From an optimization exercise on the open Yosys and OpenROAD flow, aimed at small area and a short achievable clock period; shortcuts taken in it are not production practice.
Only simulation tests tie the RTL to the original design; equivalence was not proved.

==> flow/config.mk <==
export PLATFORM = sky130hd
export DESIGN_NAME = pipeline
export DESIGN_NICKNAME = pipeline
export VERILOG_FILES = /design/flow/design.v
export SDC_FILE = /design/flow/constraint.sdc
export NUM_CORES = 8
export LEC_CHECK = 0
export CAP_MARGIN = 20
export CORE_MARGIN = 2
export CORE_UTILIZATION = 40
export SLEW_MARGIN = 20
==> flow/constraint.sdc <==
create_clock -name core_clock -period 7.5 [get_ports {CLK}]
set_input_delay 1.5000 -clock core_clock [delete_from_list [all_inputs] [get_ports {CLK}]]
set_output_delay 1.5000 -clock core_clock [all_outputs]
set_load 0.01 [all_outputs]
==> flow/design.v <==
module pipeline (
  input  CLK,
  input  [31:0]counter_in,
  input  [127:0]target_hash,
  input  reset,
  output found,
  output reg [31:0]found_word
);
reg [31:0] word00, word01, word02, word03, word04, word05, word06, word07,
           word08, word09, word10, word11, word12, word13, word14, word15,
           word16, word17, word18, word19, word20, word21, word22, word23,
           word24, word25, word26, word27, word28, word29, word30, word31,
           word32, word33, word34, word35, word36, word37, word38, word39,
           word40, word41, word42, word43, word44, word45, word46, word47,
           word48, word49, word50, word51, word52, word53, word54, word55,
           word56, word57, word58, word59, word60, word61, word62, word63,
           word64;
wire [31:0] counter19;
wire [31:0] counter41;
wire [31:0] counter48;
assign counter19[31:0] = {word18[ 7: 0],word18[15: 8],word18[23:16],word18[31:24]};
assign counter41[31:0] = {word40[ 7: 0],word40[15: 8],word40[23:16],word40[31:24]};
assign counter48[31:0] = {word47[ 7: 0],word47[15: 8],word47[23:16],word47[31:24]};
reg [127:0] hash;
reg hash_equal;
reg [31:0] counter00;
reg [31:0] A00, B00, C00, D00, F00;
reg [31:0] A01, B01, C01, D01, F01;
reg [31:0] A02, B02, C02, D02, F02;
reg [31:0] A03, B03, C03, D03, F03;
reg [31:0] A04, B04, C04, D04, F04;
reg [31:0] A05, B05, C05, D05, F05;
reg [31:0] A06, B06, C06, D06, F06;
reg [31:0] A07, B07, C07, D07, F07;
reg [31:0] A08, B08, C08, D08, F08;
reg [31:0] A09, B09, C09, D09, F09;
reg [31:0] A10, B10, C10, D10, F10;
reg [31:0] A11, B11, C11, D11, F11;
reg [31:0] A12, B12, C12, D12, F12;
reg [31:0] A13, B13, C13, D13, F13;
reg [31:0] A14, B14, C14, D14, F14;
reg [31:0] A15, B15, C15, D15, F15;
reg [31:0] A16, B16, C16, D16, F16;
reg [31:0] A17, B17, C17, D17, F17;
reg [31:0] A18, B18, C18, D18, F18;
reg [31:0] A19, B19, C19, D19, F19;
reg [31:0] A20, B20, C20, D20, F20;
reg [31:0] A21, B21, C21, D21, F21;
reg [31:0] A22, B22, C22, D22, F22;
reg [31:0] A23, B23, C23, D23, F23;
reg [31:0] A24, B24, C24, D24, F24;
reg [31:0] A25, B25, C25, D25, F25;
reg [31:0] A26, B26, C26, D26, F26;
reg [31:0] A27, B27, C27, D27, F27;
reg [31:0] A28, B28, C28, D28, F28;
reg [31:0] A29, B29, C29, D29, F29;
reg [31:0] A30, B30, C30, D30, F30;
reg [31:0] A31, B31, C31, D31, F31;
reg [31:0] A32, B32, C32, D32, F32;
reg [31:0] A33, B33, C33, D33, F33;
reg [31:0] A34, B34, C34, D34, F34;
reg [31:0] A35, B35, C35, D35, F35;
reg [31:0] A36, B36, C36, D36, F36;
reg [31:0] A37, B37, C37, D37, F37;
reg [31:0] A38, B38, C38, D38, F38;
reg [31:0] A39, B39, C39, D39, F39;
reg [31:0] A40, B40, C40, D40, F40;
reg [31:0] A41, B41, C41, D41, F41;
reg [31:0] A42, B42, C42, D42, F42;
reg [31:0] A43, B43, C43, D43, F43;
reg [31:0] A44, B44, C44, D44, F44;
reg [31:0] A45, B45, C45, D45, F45;
reg [31:0] A46, B46, C46, D46, F46;
reg [31:0] A47, B47, C47, D47, F47;
reg [31:0] A48, B48, C48, D48, F48;
reg [31:0] A49, B49, C49, D49, F49;
reg [31:0] A50, B50, C50, D50, F50;
reg [31:0] A51, B51, C51, D51, F51;
reg [31:0] A52, B52, C52, D52, F52;
reg [31:0] A53, B53, C53, D53, F53;
reg [31:0] A54, B54, C54, D54, F54;
reg [31:0] A55, B55, C55, D55, F55;
reg [31:0] A56, B56, C56, D56, F56;
reg [31:0] A57, B57, C57, D57, F57;
reg [31:0] A58, B58, C58, D58, F58;
reg [31:0] A59, B59, C59, D59, F59;
reg [31:0] A60, B60, C60, D60, F60;
reg [31:0] A61, B61, C61, D61, F61;
reg [31:0] A62, B62, C62, D62, F62;
reg [31:0] A63, B63, C63, D63, F63;
localparam AValue = 32'h67452301;
localparam BValue = 32'hefcdab89;
localparam CValue = 32'h98badcfe;
localparam DValue = 32'h10325476;
localparam Stage00Value = 32'hd76aa478;
localparam Stage01Value = 32'he8c7b7d6;
localparam Stage02Value = 32'h242070db;
localparam Stage03Value = 32'hc1bdceee;
localparam Stage04Value = 32'hf57c0faf;
localparam Stage05Value = 32'h4787c62a;
localparam Stage06Value = 32'ha8304613;
localparam Stage07Value = 32'hfd469501;
localparam Stage08Value = 32'h698098d8;
localparam Stage09Value = 32'h8b44f7af;
localparam Stage10Value = 32'hffff5bb1;
localparam Stage11Value = 32'h895cd7be;
localparam Stage12Value = 32'h6b901122;
localparam Stage13Value = 32'hfd987193;
localparam Stage14Value = 32'ha67943ae;
localparam Stage15Value = 32'h49b40821;
localparam Stage16Value = 32'hf61e25e2;
localparam Stage17Value = 32'hc040b340;
localparam Stage18Value = 32'h265e5a51;
localparam Stage19Value = 32'he9b6c7aa;
localparam Stage20Value = 32'hd62f105d;
localparam Stage21Value = 32'h2441453;
localparam Stage22Value = 32'hd8a1e681;
localparam Stage23Value = 32'he7d3fbc8;
localparam Stage24Value = 32'h21e1cde6;
localparam Stage25Value = 32'hc33707f6;
localparam Stage26Value = 32'hf4d50d87;
localparam Stage27Value = 32'h455a14ed;
localparam Stage28Value = 32'ha9e3e905;
localparam Stage29Value = 32'hfcefa3f8;
localparam Stage30Value = 32'h676f02d9;
localparam Stage31Value = 32'h8d2a4c8a;
localparam Stage32Value = 32'hfffa3942;
localparam Stage33Value = 32'h8771f681;
localparam Stage34Value = 32'h6d9d6122;
localparam Stage35Value = 32'hfde5382c;
localparam Stage36Value = 32'ha4beeac4;
localparam Stage37Value = 32'h4bdecfa9;
localparam Stage38Value = 32'hf6bb4b60;
localparam Stage39Value = 32'hbebfbc70;
localparam Stage40Value = 32'h289b7ec6;
localparam Stage41Value = 32'heaa127fa;
localparam Stage42Value = 32'hd4ef3085;
localparam Stage43Value = 32'h4881d05;
localparam Stage44Value = 32'hd9d4d039;
localparam Stage45Value = 32'he6db99e5;
localparam Stage46Value = 32'h1fa27cf8;
localparam Stage47Value = 32'hc4ac5665;
localparam Stage48Value = 32'hf4292244;
localparam Stage49Value = 32'h432aff97;
localparam Stage50Value = 32'hab9423c7;
localparam Stage51Value = 32'hfc93a039;
localparam Stage52Value = 32'h655b59c3;
localparam Stage53Value = 32'h8f0ccc92;
localparam Stage54Value = 32'hffeff47d;
localparam Stage55Value = 32'h85845e51;
localparam Stage56Value = 32'h6fa87e4f;
localparam Stage57Value = 32'hfe2ce6e0;
localparam Stage58Value = 32'ha3014314;
localparam Stage59Value = 32'h4e0811a1;
localparam Stage60Value = 32'hf7537e82;
localparam Stage61Value = 32'hbd3af235;
localparam Stage62Value = 32'h2ad7d2bb;
localparam Stage63Value = 32'heb86d391;
always @(posedge CLK)
begin
  word00 <= counter_in;
  counter00[ 7: 0] = counter_in[31:24];
  counter00[15: 8] = counter_in[23:16];
  counter00[23:16] = counter_in[15: 8];
  counter00[31:24] = counter_in[ 7: 0];
  F00 = ( ( BValue & CValue) | (( ~ BValue) & DValue) ) + AValue + Stage00Value + counter00;
  A00 <= DValue;
  D00 <= CValue;
  C00 <= BValue;
  B00 <= BValue + ( (F00 << 7) | (F00 >> ( 32 - 7 ) ) );
end
always @(posedge CLK)
begin
  word01 <= word00;
  F01 = ( ( B00 & C00) | (( ~ B00) & D00) ) + A00 + Stage01Value;
  A01 <= D00;
  D01 <= C00;
  C01 <= B00;
  B01 <= B00 + ( (F01 << 12) | (F01 >> ( 32 - 12 ) ) );
end
always @(posedge CLK)
begin
  word02 <= word01;
  F02 = ( ( B01 & C01) | (( ~ B01) & D01) ) + A01 + Stage02Value;
  A02 <= D01;
  D02 <= C01;
  C02 <= B01;
  B02 <= B01 + ( (F02 << 17) | (F02 >> ( 32 - 17 ) ) );
end
always @(posedge CLK)
begin
  word03 <= word02;
  F03 = ( ( B02 & C02) | (( ~ B02) & D02) ) + A02 + Stage03Value;
  A03 <= D02;
  D03 <= C02;
  C03 <= B02;
  B03 <= B02 + ( (F03 << 22) | (F03 >> ( 32 - 22 ) ) );
end
always @(posedge CLK)
begin
  word04 <= word03;
  F04 = ( ( B03 & C03) | (( ~ B03) & D03) ) + A03 + Stage04Value;
  A04 <= D03;
  D04 <= C03;
  C04 <= B03;
  B04 <= B03 + ( (F04 << 7) | (F04 >> ( 32 - 7 ) ) );
end
always @(posedge CLK)
begin
  word05 <= word04;
  F05 = ( ( B04 & C04) | (( ~ B04) & D04) ) + A04 + Stage05Value;
  A05 <= D04;
  D05 <= C04;
  C05 <= B04;
  B05 <= B04 + ( (F05 << 12) | (F05 >> ( 32 - 12 ) ) );
end
always @(posedge CLK)
begin
  word06 <= word05;
  F06 = ( ( B05 & C05) | (( ~ B05) & D05) ) + A05 + Stage06Value;
  A06 <= D05;
  D06 <= C05;
  C06 <= B05;
  B06 <= B05 + ( (F06 << 17) | (F06 >> ( 32 - 17 ) ) );
end
always @(posedge CLK)
begin
  word07 <= word06;
  F07 = ( ( B06 & C06) | (( ~ B06) & D06) ) + A06 + Stage07Value;
  A07 <= D06;
  D07 <= C06;
  C07 <= B06;
  B07 <= B06 + ( (F07 << 22) | (F07 >> ( 32 - 22 ) ) );
end
always @(posedge CLK)
begin
  word08 <= word07;
  F08 = ( ( B07 & C07) | (( ~ B07) & D07) ) + A07 + Stage08Value;
  A08 <= D07;
  D08 <= C07;
  C08 <= B07;
  B08 <= B07 + ( (F08 << 7) | (F08 >> ( 32 - 7 ) ) );
end
always @(posedge CLK)
begin
  word09 <= word08;
  F09 = ( ( B08 & C08) | (( ~ B08) & D08) ) + A08 + Stage09Value;
  A09 <= D08;
  D09 <= C08;
  C09 <= B08;
  B09 <= B08 + ( (F09 << 12) | (F09 >> ( 32 - 12 ) ) );
end
always @(posedge CLK)
begin
  word10 <= word09;
  F10 = ( ( B09 & C09) | (( ~ B09) & D09) ) + A09 + Stage10Value;
  A10 <= D09;
  D10 <= C09;
  C10 <= B09;
  B10 <= B09 + ( (F10 << 17) | (F10 >> ( 32 - 17 ) ) );
end
always @(posedge CLK)
begin
  word11 <= word10;
  F11 = ( ( B10 & C10) | (( ~ B10) & D10) ) + A10 + Stage11Value;
  A11 <= D10;
  D11 <= C10;
  C11 <= B10;
  B11 <= B10 + ( (F11 << 22) | (F11 >> ( 32 - 22 ) ) );
end
always @(posedge CLK)
begin
  word12 <= word11;
  F12 = ( ( B11 & C11) | (( ~ B11) & D11) ) + A11 + Stage12Value;
  A12 <= D11;
  D12 <= C11;
  C12 <= B11;
  B12 <= B11 + ( (F12 << 7) | (F12 >> ( 32 - 7 ) ) );
end
always @(posedge CLK)
begin
  word13 <= word12;
  F13 = ( ( B12 & C12) | (( ~ B12) & D12) ) + A12 + Stage13Value;
  A13 <= D12;
  D13 <= C12;
  C13 <= B12;
  B13 <= B12 + ( (F13 << 12) | (F13 >> ( 32 - 12 ) ) );
end
always @(posedge CLK)
begin
  word14 <= word13;
  F14 = ( ( B13 & C13) | (( ~ B13) & D13) ) + A13 + Stage14Value;
  A14 <= D13;
  D14 <= C13;
  C14 <= B13;
  B14 <= B13 + ( (F14 << 17) | (F14 >> ( 32 - 17 ) ) );
end
always @(posedge CLK)
begin
  word15 <= word14;
  F15 = ( ( B14 & C14) | (( ~ B14) & D14) ) + A14 + Stage15Value;
  A15 <= D14;
  D15 <= C14;
  C15 <= B14;
  B15 <= B14 + ( (F15 << 22) | (F15 >> ( 32 - 22 ) ) );
end
always @(posedge CLK)
begin
  word16 <= word15;
  F16 = ( ( D15 & B15) | (( ~ D15) & C15) ) + A15 + Stage16Value;
  A16 <= D15;
  D16 <= C15;
  C16 <= B15;
  B16 <= B15 + ( (F16 << 5) | (F16 >> ( 32 - 5 ) ) );
end
always @(posedge CLK)
begin
  word17 <= word16;
  F17 = ( ( D16 & B16) | (( ~ D16) & C16) ) + A16 + Stage17Value;
  A17 <= D16;
  D17 <= C16;
  C17 <= B16;
  B17 <= B16 + ( (F17 << 9) | (F17 >> ( 32 - 9 ) ) );
end
always @(posedge CLK)
begin
  word18 <= word17;
  F18 = ( ( D17 & B17) | (( ~ D17) & C17) ) + A17 + Stage18Value;
  A18 <= D17;
  D18 <= C17;
  C18 <= B17;
  B18 <= B17 + ( (F18 << 14) | (F18 >> ( 32 - 14 ) ) );
end
always @(posedge CLK)
begin
  word19 <= word18;
  F19 = ( ( D18 & B18) | (( ~ D18) & C18) ) + A18 + Stage19Value + counter19;
  A19 <= D18;
  D19 <= C18;
  C19 <= B18;
  B19 <= B18 + ( (F19 << 20) | (F19 >> ( 32 - 20 ) ) );
end
always @(posedge CLK)
begin
  word20 <= word19;
  F20 = ( ( D19 & B19) | (( ~ D19) & C19) ) + A19 + Stage20Value;
  A20 <= D19;
  D20 <= C19;
  C20 <= B19;
  B20 <= B19 + ( (F20 << 5) | (F20 >> ( 32 - 5 ) ) );
end
always @(posedge CLK)
begin
  word21 <= word20;
  F21 = ( ( D20 & B20) | (( ~ D20) & C20) ) + A20 + Stage21Value;
  A21 <= D20;
  D21 <= C20;
  C21 <= B20;
  B21 <= B20 + ( (F21 << 9) | (F21 >> ( 32 - 9 ) ) );
end
always @(posedge CLK)
begin
  word22 <= word21;
  F22 = ( ( D21 & B21) | (( ~ D21) & C21) ) + A21 + Stage22Value;
  A22 <= D21;
  D22 <= C21;
  C22 <= B21;
  B22 <= B21 + ( (F22 << 14) | (F22 >> ( 32 - 14 ) ) );
end
always @(posedge CLK)
begin
  word23 <= word22;
  F23 = ( ( D22 & B22) | (( ~ D22) & C22) ) + A22 + Stage23Value;
  A23 <= D22;
  D23 <= C22;
  C23 <= B22;
  B23 <= B22 + ( (F23 << 20) | (F23 >> ( 32 - 20 ) ) );
end
always @(posedge CLK)
begin
  word24 <= word23;
  F24 = ( ( D23 & B23) | (( ~ D23) & C23) ) + A23 + Stage24Value;
  A24 <= D23;
  D24 <= C23;
  C24 <= B23;
  B24 <= B23 + ( (F24 << 5) | (F24 >> ( 32 - 5 ) ) );
end
always @(posedge CLK)
begin
  word25 <= word24;
  F25 = ( ( D24 & B24) | (( ~ D24) & C24) ) + A24 + Stage25Value;
  A25 <= D24;
  D25 <= C24;
  C25 <= B24;
  B25 <= B24 + ( (F25 << 9) | (F25 >> ( 32 - 9 ) ) );
end
always @(posedge CLK)
begin
  word26 <= word25;
  F26 = ( ( D25 & B25) | (( ~ D25) & C25) ) + A25 + Stage26Value;
  A26 <= D25;
  D26 <= C25;
  C26 <= B25;
  B26 <= B25 + ( (F26 << 14) | (F26 >> ( 32 - 14 ) ) );
end
always @(posedge CLK)
begin
  word27 <= word26;
  F27 = ( ( D26 & B26) | (( ~ D26) & C26) ) + A26 + Stage27Value;
  A27 <= D26;
  D27 <= C26;
  C27 <= B26;
  B27 <= B26 + ( (F27 << 20) | (F27 >> ( 32 - 20 ) ) );
end
always @(posedge CLK)
begin
  word28 <= word27;
  F28 = ( ( D27 & B27) | (( ~ D27) & C27) ) + A27 + Stage28Value;
  A28 <= D27;
  D28 <= C27;
  C28 <= B27;
  B28 <= B27 + ( (F28 << 5) | (F28 >> ( 32 - 5 ) ) );
end
always @(posedge CLK)
begin
  word29 <= word28;
  F29 = ( ( D28 & B28) | (( ~ D28) & C28) ) + A28 + Stage29Value;
  A29 <= D28;
  D29 <= C28;
  C29 <= B28;
  B29 <= B28 + ( (F29 << 9) | (F29 >> ( 32 - 9 ) ) );
end
always @(posedge CLK)
begin
  word30 <= word29;
  F30 = ( ( D29 & B29) | (( ~ D29) & C29) ) + A29 + Stage30Value;
  A30 <= D29;
  D30 <= C29;
  C30 <= B29;
  B30 <= B29 + ( (F30 << 14) | (F30 >> ( 32 - 14 ) ) );
end
always @(posedge CLK)
begin
  word31 <= word30;
  F31 = ( ( D30 & B30) | (( ~ D30) & C30) ) + A30 + Stage31Value;
  A31 <= D30;
  D31 <= C30;
  C31 <= B30;
  B31 <= B30 + ( (F31 << 20) | (F31 >> ( 32 - 20 ) ) );
end
always @(posedge CLK)
begin
  word32 <= word31;
  F32 = ( ( B31 ^ C31) ^ D31 ) +  A31 + Stage32Value;
  A32 <= D31;
  D32 <= C31;
  C32 <= B31;
  B32 <= B31 + ( (F32 << 4) | (F32 >> ( 32 - 4 ) ) );
end
always @(posedge CLK)
begin
  word33 <= word32;
  F33 = ( ( B32 ^ C32) ^ D32 ) +  A32 + Stage33Value;
  A33 <= D32;
  D33 <= C32;
  C33 <= B32;
  B33 <= B32 + ( (F33 << 11) | (F33 >> ( 32 - 11 ) ) );
end
always @(posedge CLK)
begin
  word34 <= word33;
  F34 = ( ( B33 ^ C33) ^ D33 ) +  A33 + Stage34Value;
  A34 <= D33;
  D34 <= C33;
  C34 <= B33;
  B34 <= B33 + ( (F34 << 16) | (F34 >> ( 32 - 16 ) ) );
end
always @(posedge CLK)
begin
  word35 <= word34;
  F35 = ( ( B34 ^ C34) ^ D34 ) +  A34 + Stage35Value;
  A35 <= D34;
  D35 <= C34;
  C35 <= B34;
  B35 <= B34 + ( (F35 << 23) | (F35 >> ( 32 - 23 ) ) );
end
always @(posedge CLK)
begin
  word36 <= word35;
  F36 = ( ( B35 ^ C35) ^ D35 ) +  A35 + Stage36Value;
  A36 <= D35;
  D36 <= C35;
  C36 <= B35;
  B36 <= B35 + ( (F36 << 4) | (F36 >> ( 32 - 4 ) ) );
end
always @(posedge CLK)
begin
  word37 <= word36;
  F37 = ( ( B36 ^ C36) ^ D36 ) +  A36 + Stage37Value;
  A37 <= D36;
  D37 <= C36;
  C37 <= B36;
  B37 <= B36 + ( (F37 << 11) | (F37 >> ( 32 - 11 ) ) );
end
always @(posedge CLK)
begin
  word38 <= word37;
  F38 = ( ( B37 ^ C37) ^ D37 ) +  A37 + Stage38Value;
  A38 <= D37;
  D38 <= C37;
  C38 <= B37;
  B38 <= B37 + ( (F38 << 16) | (F38 >> ( 32 - 16 ) ) );
end
always @(posedge CLK)
begin
  word39 <= word38;
  F39 = ( ( B38 ^ C38) ^ D38 ) +  A38 + Stage39Value;
  A39 <= D38;
  D39 <= C38;
  C39 <= B38;
  B39 <= B38 + ( (F39 << 23) | (F39 >> ( 32 - 23 ) ) );
end
always @(posedge CLK)
begin
  word40 <= word39;
  F40 = ( ( B39 ^ C39) ^ D39 ) +  A39 + Stage40Value;
  A40 <= D39;
  D40 <= C39;
  C40 <= B39;
  B40 <= B39 + ( (F40 << 4) | (F40 >> ( 32 - 4 ) ) );
end
always @(posedge CLK)
begin
  word41 <= word40;
  F41 = ( ( B40 ^ C40) ^ D40 ) +  A40 + Stage41Value + counter41;
  A41 <= D40;
  D41 <= C40;
  C41 <= B40;
  B41 <= B40 + ( (F41 << 11) | (F41 >> ( 32 - 11 ) ) );
end
always @(posedge CLK)
begin
  word42 <= word41;
  F42 = ( ( B41 ^ C41) ^ D41 ) +  A41 + Stage42Value;
  A42 <= D41;
  D42 <= C41;
  C42 <= B41;
  B42 <= B41 + ( (F42 << 16) | (F42 >> ( 32 - 16 ) ) );
end
always @(posedge CLK)
begin
  word43 <= word42;
  F43 = ( ( B42 ^ C42) ^ D42 ) +  A42 + Stage43Value;
  A43 <= D42;
  D43 <= C42;
  C43 <= B42;
  B43 <= B42 + ( (F43 << 23) | (F43 >> ( 32 - 23 ) ) );
end
always @(posedge CLK)
begin
  word44 <= word43;
  F44 = ( ( B43 ^ C43) ^ D43 ) +  A43 + Stage44Value;
  A44 <= D43;
  D44 <= C43;
  C44 <= B43;
  B44 <= B43 + ( (F44 << 4) | (F44 >> ( 32 - 4 ) ) );
end
always @(posedge CLK)
begin
  word45 <= word44;
  F45 = ( ( B44 ^ C44) ^ D44 ) +  A44 + Stage45Value;
  A45 <= D44;
  D45 <= C44;
  C45 <= B44;
  B45 <= B44 + ( (F45 << 11) | (F45 >> ( 32 - 11 ) ) );
end
always @(posedge CLK)
begin
  word46 <= word45;
  F46 = ( ( B45 ^ C45) ^ D45 ) +  A45 + Stage46Value;
  A46 <= D45;
  D46 <= C45;
  C46 <= B45;
  B46 <= B45 + ( (F46 << 16) | (F46 >> ( 32 - 16 ) ) );
end
always @(posedge CLK)
begin
  word47 <= word46;
  F47 = ( ( B46 ^ C46) ^ D46 ) +  A46 + Stage47Value;
  A47 <= D46;
  D47 <= C46;
  C47 <= B46;
  B47 <= B46 + ( (F47 << 23) | (F47 >> ( 32 - 23 ) ) );
end
always @(posedge CLK)
begin
  word48 <= word47;
  F48 = ( C47 ^ (  B47 | ~ D47 ) ) +  A47 + Stage48Value + counter48;
  A48 <= D47;
  D48 <= C47;
  C48 <= B47;
  B48 <= B47 + ( (F48 << 6) | (F48 >> ( 32 - 6 ) ) );
end
always @(posedge CLK)
begin
  word49 <= word48;
  F49 = ( C48 ^ (  B48 | ~ D48 ) ) +  A48 + Stage49Value;
  A49 <= D48;
  D49 <= C48;
  C49 <= B48;
  B49 <= B48 + ( (F49 << 10) | (F49 >> ( 32 - 10 ) ) );
end
always @(posedge CLK)
begin
  word50 <= word49;
  F50 = ( C49 ^ (  B49 | ~ D49 ) ) +  A49 + Stage50Value;
  A50 <= D49;
  D50 <= C49;
  C50 <= B49;
  B50 <= B49 + ( (F50 << 15) | (F50 >> ( 32 - 15 ) ) );
end
always @(posedge CLK)
begin
  word51 <= word50;
  F51 = ( C50 ^ (  B50 | ~ D50 ) ) +  A50 + Stage51Value;
  A51 <= D50;
  D51 <= C50;
  C51 <= B50;
  B51 <= B50 + ( (F51 << 21) | (F51 >> ( 32 - 21 ) ) );
end
always @(posedge CLK)
begin
  word52 <= word51;
  F52 = ( C51 ^ (  B51 | ~ D51 ) ) +  A51 + Stage52Value;
  A52 <= D51;
  D52 <= C51;
  C52 <= B51;
  B52 <= B51 + ( (F52 << 6) | (F52 >> ( 32 - 6 ) ) );
end
always @(posedge CLK)
begin
  word53 <= word52;
  F53 = ( C52 ^ (  B52 | ~ D52 ) ) +  A52 + Stage53Value;
  A53 <= D52;
  D53 <= C52;
  C53 <= B52;
  B53 <= B52 + ( (F53 << 10) | (F53 >> ( 32 - 10 ) ) );
end
always @(posedge CLK)
begin
  word54 <= word53;
  F54 = ( C53 ^ (  B53 | ~ D53 ) ) +  A53 + Stage54Value;
  A54 <= D53;
  D54 <= C53;
  C54 <= B53;
  B54 <= B53 + ( (F54 << 15) | (F54 >> ( 32 - 15 ) ) );
end
always @(posedge CLK)
begin
  word55 <= word54;
  F55 = ( C54 ^ (  B54 | ~ D54 ) ) +  A54 + Stage55Value;
  A55 <= D54;
  D55 <= C54;
  C55 <= B54;
  B55 <= B54 + ( (F55 << 21) | (F55 >> ( 32 - 21 ) ) );
end
always @(posedge CLK)
begin
  word56 <= word55;
  F56 = ( C55 ^ (  B55 | ~ D55 ) ) +  A55 + Stage56Value;
  A56 <= D55;
  D56 <= C55;
  C56 <= B55;
  B56 <= B55 + ( (F56 << 6) | (F56 >> ( 32 - 6 ) ) );
end
always @(posedge CLK)
begin
  word57 <= word56;
  F57 = ( C56 ^ (  B56 | ~ D56 ) ) +  A56 + Stage57Value;
  A57 <= D56;
  D57 <= C56;
  C57 <= B56;
  B57 <= B56 + ( (F57 << 10) | (F57 >> ( 32 - 10 ) ) );
end
always @(posedge CLK)
begin
  word58 <= word57;
  F58 = ( C57 ^ (  B57 | ~ D57 ) ) +  A57 + Stage58Value;
  A58 <= D57;
  D58 <= C57;
  C58 <= B57;
  B58 <= B57 + ( (F58 << 15) | (F58 >> ( 32 - 15 ) ) );
end
always @(posedge CLK)
begin
  word59 <= word58;
  F59 = ( C58 ^ (  B58 | ~ D58 ) ) +  A58 + Stage59Value;
  A59 <= D58;
  D59 <= C58;
  C59 <= B58;
  B59 <= B58 + ( (F59 << 21) | (F59 >> ( 32 - 21 ) ) );
end
always @(posedge CLK)
begin
  word60 <= word59;
  F60 = ( C59 ^ (  B59 | ~ D59 ) ) +  A59 + Stage60Value;
  A60 <= D59;
  D60 <= C59;
  C60 <= B59;
  B60 <= B59 + ( (F60 << 6) | (F60 >> ( 32 - 6 ) ) );
end
always @(posedge CLK)
begin
  word61 <= word60;
  F61 = ( C60 ^ (  B60 | ~ D60 ) ) +  A60 + Stage61Value;
  A61 <= D60;
  D61 <= C60;
  C61 <= B60;
  B61 <= B60 + ( (F61 << 10) | (F61 >> ( 32 - 10 ) ) );
end
always @(posedge CLK)
begin
  word62 <= word61;
  F62 = ( C61 ^ (  B61 | ~ D61 ) ) +  A61 + Stage62Value;
  A62 <= D61;
  D62 <= C61;
  C62 <= B61;
  B62 <= B61 + ( (F62 << 15) | (F62 >> ( 32 - 15 ) ) );
end
always @(posedge CLK)
begin
  word63 <= word62;
  F63 = ( C62 ^ (  B62 | ~ D62 ) ) +  A62 + Stage63Value;
  A63 <= D62 + AValue;
  D63 <= C62 + DValue;
  C63 <= B62 + CValue;
  B63 <= B62 + BValue + ( (F63 << 21) | (F63 >> ( 32 - 21 ) ) );
end
always @(posedge CLK)
begin
  word64 <= word63;
  hash <= {A63[7:0],A63[15:8],A63[23:16],A63[31:24],
           B63[7:0],B63[15:8],B63[23:16],B63[31:24],
           C63[7:0],C63[15:8],C63[23:16],C63[31:24],
           D63[7:0],D63[15:8],D63[23:16],D63[31:24]
          };
end
always @(posedge CLK)
begin
  found_word <= word64;
  if (reset)
    hash_equal <= 1'h0;
  else
    hash_equal <= ( hash == target_hash);
end
assign found = hash_equal;
endmodule
==> flow/run.sh <==
#!/bin/bash
# synth_recipe.tcl (not shown) runs the flow's synth.tcl, then flattens the netlist and writes it again
# the make line also repeats each setting of config.mk as NAME=value (left out here)
make -C /OpenROAD-flow-scripts/flow DESIGN_CONFIG=/design/flow/config.mk WORK_HOME=/design/flow/orfs CLKGATE_MAP_FILE= SYNTH_SCRIPT=/design/flow/synth_recipe.tcl finish
==> summary.txt <==
-- cell type report --
cell class                       count  area, µm²
Fill cell                       103000     593000
Multi-Input combinational cell   27800     224000
Antenna cell                        86        215
Clock inverter                     445       5750
Inverter                          3980      14900
Sequential cell                  10200     205000
Timing Repair Buffer              1122       8960
Tap cell                         14700      18400
Clock buffer                      1547      33100
-- final timing paths --
path                                 from         to
worst max-delay path               D37[1]    B38[31]
worst min register to register  word07[4]  word08[4]
worst min-delay path            word07[4]  word08[4]
worst max register to register     D37[1]    B38[31]
-- synth_stat cells, drive strengths merged, types with 144 or more instances --
cell type and number:
fa 216, nor3 578, nand2 1293, nor2b 699
inv 3980, and2 172, ha 5651, nand2b 760
o31ai 144, and3 246, nor2 2087, o21ai 1459
o21bai 482, a21oi 2669, xor2 1219, a21o 1267
nand4 176, a31oi 268, or3 179, mux2 450
xnor2 4015, nand3 548, mux2i 494, a211oi 301
o21a 656, dfxtp 10200
-- routing by layer --
| metal | track usage [%] | vias up | wire length, µm |
|---|---|---|---|
| li1 | - | 149000 | - |
| met1 | 30.4 | 145000 | 600000 |
| met2 | 42.8 | 8396 | 676000 |
| met3 | 2.77 | 2528 | 63100 |
| met4 | 10.5 | 8 | 70300 |
| met5 | 0 | - | 44 |
-- logic make-up after synthesis --
family	count (synthesis)	synth area share, %
AND/OR/NAND/NOR	7153	8.00
multiplexers	944	2.27
AO/OA/AOI/OAI	8582	12.6
other	1	0.000849
adder cells (fa/ha/maj)	5868	17.0
XOR/XNOR	5235	10.4
buffers and inverters	4030	3.42
flip-flops	10200	46.4
-- worst register-to-register path, delay by kind of cell (launching register included) --
kind	cells	cell delay, ps
AOI/OAI and AO/OA	18	3650
adders and majority gates	4	1220
and+or+nand+nor	5	1060
xor gates and xnor gates	3	420
DFF	1	410
buffers and inverters	2	380
-- repair_timing --
item / 4_1_cts / 5_1_grt
pin swaps: 21 / 120
setup buffers: 3 / 29
setup endpoints to repair: 57 / 279
resized for setup: 76 / 405
-- stage by stage --
step / hold WS (ps) / TNS [ps] / setup WS [ps]
final: 252 / 0 / 259
after global routing: 257 / -467 / -56.8
after CTS: 244 / 0 / 1.00
after detailed placement: 312 / -8880 / -677
after global placement: 310 / -15040 / -950
after floorplan: 310 / 0 / 526
==> out/qor.txt <==
Status = timing/DRC/antenna clean
CTS tree = built
Largest cells by area after synthesis = dfxtp_1 46%, ha_1 16%, xnor2_1 8.0%, inv_1 3.4%, a21oi_1 3.0%
# rows = 386
Count of different cell masters after synthesis = 101
Final period utilization = 96.5%
Layout Skew = 106 ps
Largest net degree at the start of global routing = 18
P&R area growth vs syn = 15.5%
Final Max Slew Viols = 0
Register bank with the most flops = hash
Max_cap viols = 0
Critical Path Source Type = flop
First-pass GRT wire length = 2020 mm
Crit path DAT = 8350 ps
Grt total ovfl = 0
WHS Path Cells = 0
Post-synth EDFFs = 0
Via Count = 305000
Ys Warns = 1
Endpoint class of the critical path = flop
Reg2Reg Setup Slack = 260 ps
Hold buffer count at cts = 0
Fraction of the yosys area taken by sequential cells = 46.4%
DR pass1 iterations = 8
Yosys reg bits = 10200
Die Span X = 1.06 mm
Slowest stage cell, crit path = fa_1
Fmax = 138 MHz
Post-Syn Area = 0.442 mm²
Port Buffer Count = 194
Number of global-route vias before repair = 305000
Worst slew pin tran = 1280 ps
Most common cell after layout, fill and taps aside = dfxtp_1
Mapped Cells = 42100
Core Box Area = 1.10 mm²
RSZ-0062 raised after global routing = yes
Clock tree sinks = 10200
DRC viols = 0
Cell family with most CP delay = compound AO/OA/AOI/OAI gates
Hold WC Path Type = reg2reg
Crit Path Max Fanout = 6
Post-route cell area = 0.510 mm²
CP peak stage delay = 490 ps
Worst relative slew slack = 14.7%
H-tree Lvls = 7
Final core utilization = 46.3%
Layout cells sized above 1 = 8.50%
Max reg flops = 128
R2r worst-path depth = 32
Final period demand of the worst path = 7240 ps
DIE HEIGHT = 1.06 mm
Clock buffer count from CTS = 1171
Dpl cells = 57800
Antenna-violating nets left = 0
Final net count = 50300
Final cell count without fillers = 59900
Average vias per placed instance = 5.09
Placer Congestion = 0.972
WP depth = 32
Cell Area, Placed = 0.469 mm²
WL/cell = 23.5 µm
Skew-Pair Late Insertion Delay = 1280 ps
Hpwl dp = 1180 mm
Setup-failing EPs final = 0
Syn_area_per_cell = 10.5 µm²
CP required = 8610 ps
Max Root-Sink Buffers = 6
Die area = 1.11 mm²
Most frequent cells in the layout = 10200 x dfxtp_1, 5640 x ha_1, 3979 x inv_1
Root buffer cell = clkbuf_16
Iter 0 DRT Violations = 20400
Total Wirelength = 1410 mm
Most area-hungry cell type in the Yosys netlist = dfxtp_1
Boundary Pins = 195
Initial Utilization = 40.1%
Crit Path Class = reg2reg
Antenna violations before repair = 128
Hold Vio Cnt, Final = 0
Top-area cell type share of the netlist area = 46.4%
GRT Util Overall = 24.4%
Clk pin slew, worst setup/hold paths = 60 ps
Buf/Inv on CP = 2
Predominant post-synthesis flop cell = dfxtp_1
Ys async rst share = 0%

[separate check: timing with driven ports]
No port has a modelled driver above. Below, the same layout with a new extraction and two added sets of constraints. Step 1, drivers: a clkbuf_16 drives CLK and a buf_2 each remaining input, both assumed. Step 2 times the ports against the registers' clock, not the clock port: input delays grow and output delays shrink by t, the midpoint of the rising clock arrivals with the driver on. Slacks: no drivers / after step 1 / after step 2; pairs: no drivers / after step 1.
t, ns: 1.361
setup slack, ns: 0.259 / 0.259 / 0.259
worst setup path after step 2: register to register
worst register clock-pin slew, ns: 0.08 / 0.08
pins driven straight from the clock port: 1
After both steps setup and hold are still met in this run. The setup slack of this run moves by 0.000 ns with the drivers and by 0.000 ns with both steps.
